Context: an optimization exercise on an open-source flow, tuned for small area and a short achievable clock period. The choices shown serve that exercise and are no tape-out recipe.
Power and IR drop assume default switching activity.

## run A
==> flow/design.v (excerpt) <==
module tod_core #(parameter TIME_WIDTH_SUB_NS=20, TIME_WIDTH_NS=32, TIME_WIDTH_SEC=48) (
    input clk,
    input rst_n,
    input set_init_time,  
    input set_offset_time,  
    input plus_offset_time,  
    input wire [TIME_WIDTH_SUB_NS-1:0] init_time_sub_ns,
    input wire [TIME_WIDTH_NS-1:0] init_time_ns,
    input wire [TIME_WIDTH_SEC-1:0] init_time_sec,
    input wire [TIME_WIDTH_SUB_NS-1:0] offset_time_sub_ns,
    input wire [TIME_WIDTH_NS-1:0] offset_time_ns,  
    input wire [TIME_WIDTH_SUB_NS-1:0] incr_time_sub_ns,
    input wire [TIME_WIDTH_NS-1:0] incr_time_ns,
    output reg [TIME_WIDTH_SUB_NS-1:0] time_sub_ns,
    output reg [TIME_WIDTH_NS-1:0] time_ns,
    output reg [TIME_WIDTH_SEC-1:0] time_sec
);
==> module tod_core, before the edit <==
module tod_core #(parameter TIME_WIDTH_SUB_NS=20, TIME_WIDTH_NS=32, TIME_WIDTH_SEC=48) (
    input clk,
    input rst_n,
    input set_init_time,  
    input set_offset_time,  
    input plus_offset_time,  
    input wire [TIME_WIDTH_SUB_NS-1:0] init_time_sub_ns,
    input wire [TIME_WIDTH_NS-1:0] init_time_ns,
    input wire [TIME_WIDTH_SEC-1:0] init_time_sec,
    input wire [TIME_WIDTH_SUB_NS-1:0] offset_time_sub_ns,
    input wire [TIME_WIDTH_NS-1:0] offset_time_ns,  
    input wire [TIME_WIDTH_SUB_NS-1:0] incr_time_sub_ns,
    input wire [TIME_WIDTH_NS-1:0] incr_time_ns,
    output reg [TIME_WIDTH_SUB_NS-1:0] time_sub_ns,
    output reg [TIME_WIDTH_NS-1:0] time_ns,
    output reg [TIME_WIDTH_SEC-1:0] time_sec
);
localparam W = TIME_WIDTH_SUB_NS + TIME_WIDTH_NS;    
localparam LW = TIME_WIDTH_SUB_NS + 9;                 
localparam HW = W - LW;                                
localparam [HW-1:0] KP = 23'd1953125;                  
localparam [HW-1:0] KM = -23'd1953125;
wire minus = set_offset_time & ~plus_offset_time;
wire [W-1:0] a = {time_ns, time_sub_ns};
wire [W-1:0] b = {incr_time_ns, incr_time_sub_ns};
wire [W-1:0] c = {W{set_offset_time}} & ({offset_time_ns, offset_time_sub_ns} ^ {W{minus}});
wire [W-1:0] x = a ^ b ^ c;
wire [W-1:0] y = {(a[W-2:0] & b[W-2:0]) | (a[W-2:0] & c[W-2:0]) | (b[W-2:0] & c[W-2:0]), 1'b0};
wire [LW-1:0] lo;
wire c9;
tod_add_lo u_lo (.a(x[LW-1:0]), .b(y[LW-1:0]), .cin(minus), .s(lo), .cout(c9));
wire [HW-1:0] xu = x[W-1:LW];
wire [HW-1:0] yu = y[W-1:LW];
wire [HW-1:0] xp = xu ^ yu ^ KP;
wire [HW-1:0] yp = {(xu[HW-2:0] & yu[HW-2:0]) | (xu[HW-2:0] & KP[HW-2:0]) | (yu[HW-2:0] & KP[HW-2:0]), 1'b0};
wire [HW-1:0] xm = xu ^ yu ^ KM;
wire [HW-1:0] ym = {(xu[HW-2:0] & yu[HW-2:0]) | (xu[HW-2:0] & KM[HW-2:0]) | (yu[HW-2:0] & KM[HW-2:0]), 1'b0};
wire [HW-1:0] u0, up, um;
wire co0, cop, com;
tod_add_hi u_h0 (.a(xu), .b(yu), .cin(c9), .s(u0), .cout(co0));
tod_add_hi u_hp (.a(xp), .b(yp), .cin(c9), .s(up), .cout(cop));
tod_add_hi u_hm (.a(xm), .b(ym), .cin(c9), .s(um), .cout(com));
wire sec_dec = u0[HW-1];                  
wire sec_adv = ~um[HW-1] & ~sec_dec;      
wire [HW-1:0] ns_hi = sec_dec ? up : (sec_adv ? um : u0);
wire [TIME_WIDTH_SEC-1:0] ones, zeros;
assign ones[0] = 1'b1;
assign zeros[0] = 1'b1;
genvar k;
generate for (k = 1; k < TIME_WIDTH_SEC; k = k + 1) begin : g_pre
    assign ones[k] = &time_sec[k-1:0];
    assign zeros[k] = ~|time_sec[k-1:0];
end endgenerate
wire [TIME_WIDTH_SEC-1:0] sec_nxt = time_sec ^ (({TIME_WIDTH_SEC{sec_adv}} & ones) | ({TIME_WIDTH_SEC{sec_dec}} & zeros));
always @(posedge clk or negedge rst_n) begin
    if (!rst_n) begin
        time_sub_ns <= {TIME_WIDTH_SUB_NS{1'b0}};
        time_ns <= {TIME_WIDTH_NS{1'b0}};
        time_sec <= {TIME_WIDTH_SEC{1'b0}};
    end
    else if (set_init_time) begin
        time_sub_ns <= init_time_sub_ns;
        time_ns <= init_time_ns;
        time_sec <= init_time_sec;
    end
    else begin
        time_sub_ns <= lo[TIME_WIDTH_SUB_NS-1:0];
        time_ns <= {ns_hi, lo[LW-1:TIME_WIDTH_SUB_NS]};
        time_sec <= sec_nxt;
    end
end
endmodule
export LEC_CHECK = 0
export CAP_MARGIN = 20
export CORE_MARGIN = 2
export CORE_UTILIZATION = 40
export SLEW_MARGIN = 20
create_clock -name core_clock -period 18.0 [get_ports {clk}]
standard.sh (not shown) runs the stock make flow with config.mk's settings and CLKGATE_MAP_FILE= SYNTH_SCRIPT=/design/flow/synth_recipe.tcl, a recipe that flattens the netlist after the stock synthesis.
==> flow/flow/run.sh <==
#!/bin/bash
# The standard layout (standard.sh), with three changes to how it is made:
# - synthesis maps all logic with flow/abc.script, an area-oriented ABC script (see flow/synth.tcl);
# - the port buffers use the smallest buffer cell instead of buffer_ports' default;
# - repair_timing works towards a setup slack of 10 ns at the design's clock period.
# The output of every step goes to standard.log here (ORFS's own per-step logs stay in orfs/logs).
set -euo pipefail
export FLOW_ABC_SCRIPT=$PWD/flow/abc.script
bash standard.sh SYNTH_SCRIPT=$PWD/flow/synth.tcl "BUFFER_PORTS_ARGS=-buffer_cell sky130_fd_sc_hd__buf_1" SETUP_SLACK_MARGIN=10 finish > standard.log 2>&1
==> flow/flow/abc.script <==
&get -n
&st
&dch
&nf -a
&put
==> flow/flow/synth.tcl <==
# synth_recipe.tcl (the standard synthesis) with two changes: ABC maps with
# flow/abc.script in place of ORFS's abc_speed.script, and full and half adders
# are not extracted into fa/ha cells first (ABC maps that logic with the rest).
# Everything else, including the register names and cells, is as in the
# standard synthesis.
proc synth {args} { yosys synth -nofsm -noshare {*}$args }
proc extract_fa {args} { }
proc abc {args} {
  set i [lsearch -exact $args -script]
  if { $i >= 0 } {
    set args [lreplace $args [expr {$i + 1}] [expr {$i + 1}] $::env(FLOW_ABC_SCRIPT)]
  }
  yosys abc {*}$args
}
source $::env(SCRIPTS_DIR)/synth.tcl
# left out here: clear keep_hierarchy, flatten, clean up, hide names made inside functions, write 1_2_yosys.v
Here is what was changed in the inputs of run B compared with run A.
--- a/flow/design.v
+++ b/flow/design.v
@@ -49,6 +49,6 @@
 genvar k;
 generate for (k = 1; k < TIME_WIDTH_SEC; k = k + 1) begin : g_pre
-    assign ones[k] = &time_sec[k-1:0];
-    assign zeros[k] = ~|time_sec[k-1:0];
+    assign ones[k] = ones[k-1] & time_sec[k-1];
+    assign zeros[k] = zeros[k-1] & ~time_sec[k-1];
 end endgenerate
 wire [TIME_WIDTH_SEC-1:0] sec_nxt = time_sec ^ (({TIME_WIDTH_SEC{sec_adv}} & ones) | ({TIME_WIDTH_SEC{sec_dec}} & zeros));
Notes after the runs:
Run B vs. run A: buffering overhead went down by 0.66 points.
Diff run A -> run B: number of standard cells in the final layout excluding fillers lower, combinational power now sits lower, combinational group share of total power fell 2.2 points, transition time at the pin with the least slew margin comparable.
Run B vs run A, cell at the slowest stage of the critical path: sky130_fd_sc_hd__a2111o_1 vs sky130_fd_sc_hd__or4_1
No functional check of the RTL was part of any run of this note.

==> separate check: timing with driven ports <==
The results above use ideal ports. As a check the final layouts listed here were re-extracted and re-timed, cells and wires unchanged.
Step 1 assumes that a clkbuf_16 drives the clock port and a buf_2 every other input.
Step 2 also shifts input and output timing later by t, the mid clock arrival at the registers, as if the neighbouring blocks saw the same clock.
a / b / c = no drivers / after step 1 / after step 2; a / b = the first two.
run | t, ns | setup WS [ns] | hold slack, ns | latest minus earliest clock arrival (ns)
run A | 0.409 | 10.196 / 10.181 / 9.772 | 0.602 / 0.602 / 0.602 | 0.014 / 0.014
run B | 0.408 | 10.253 / 10.262 / 9.853 | 0.625 / 0.625 / 0.625 | 0.018 / 0.017
After both steps every run listed still meets setup and hold. The setup slack of run A, which loses most, moves by -0.015 ns with the drivers and by -0.424 ns with both steps.
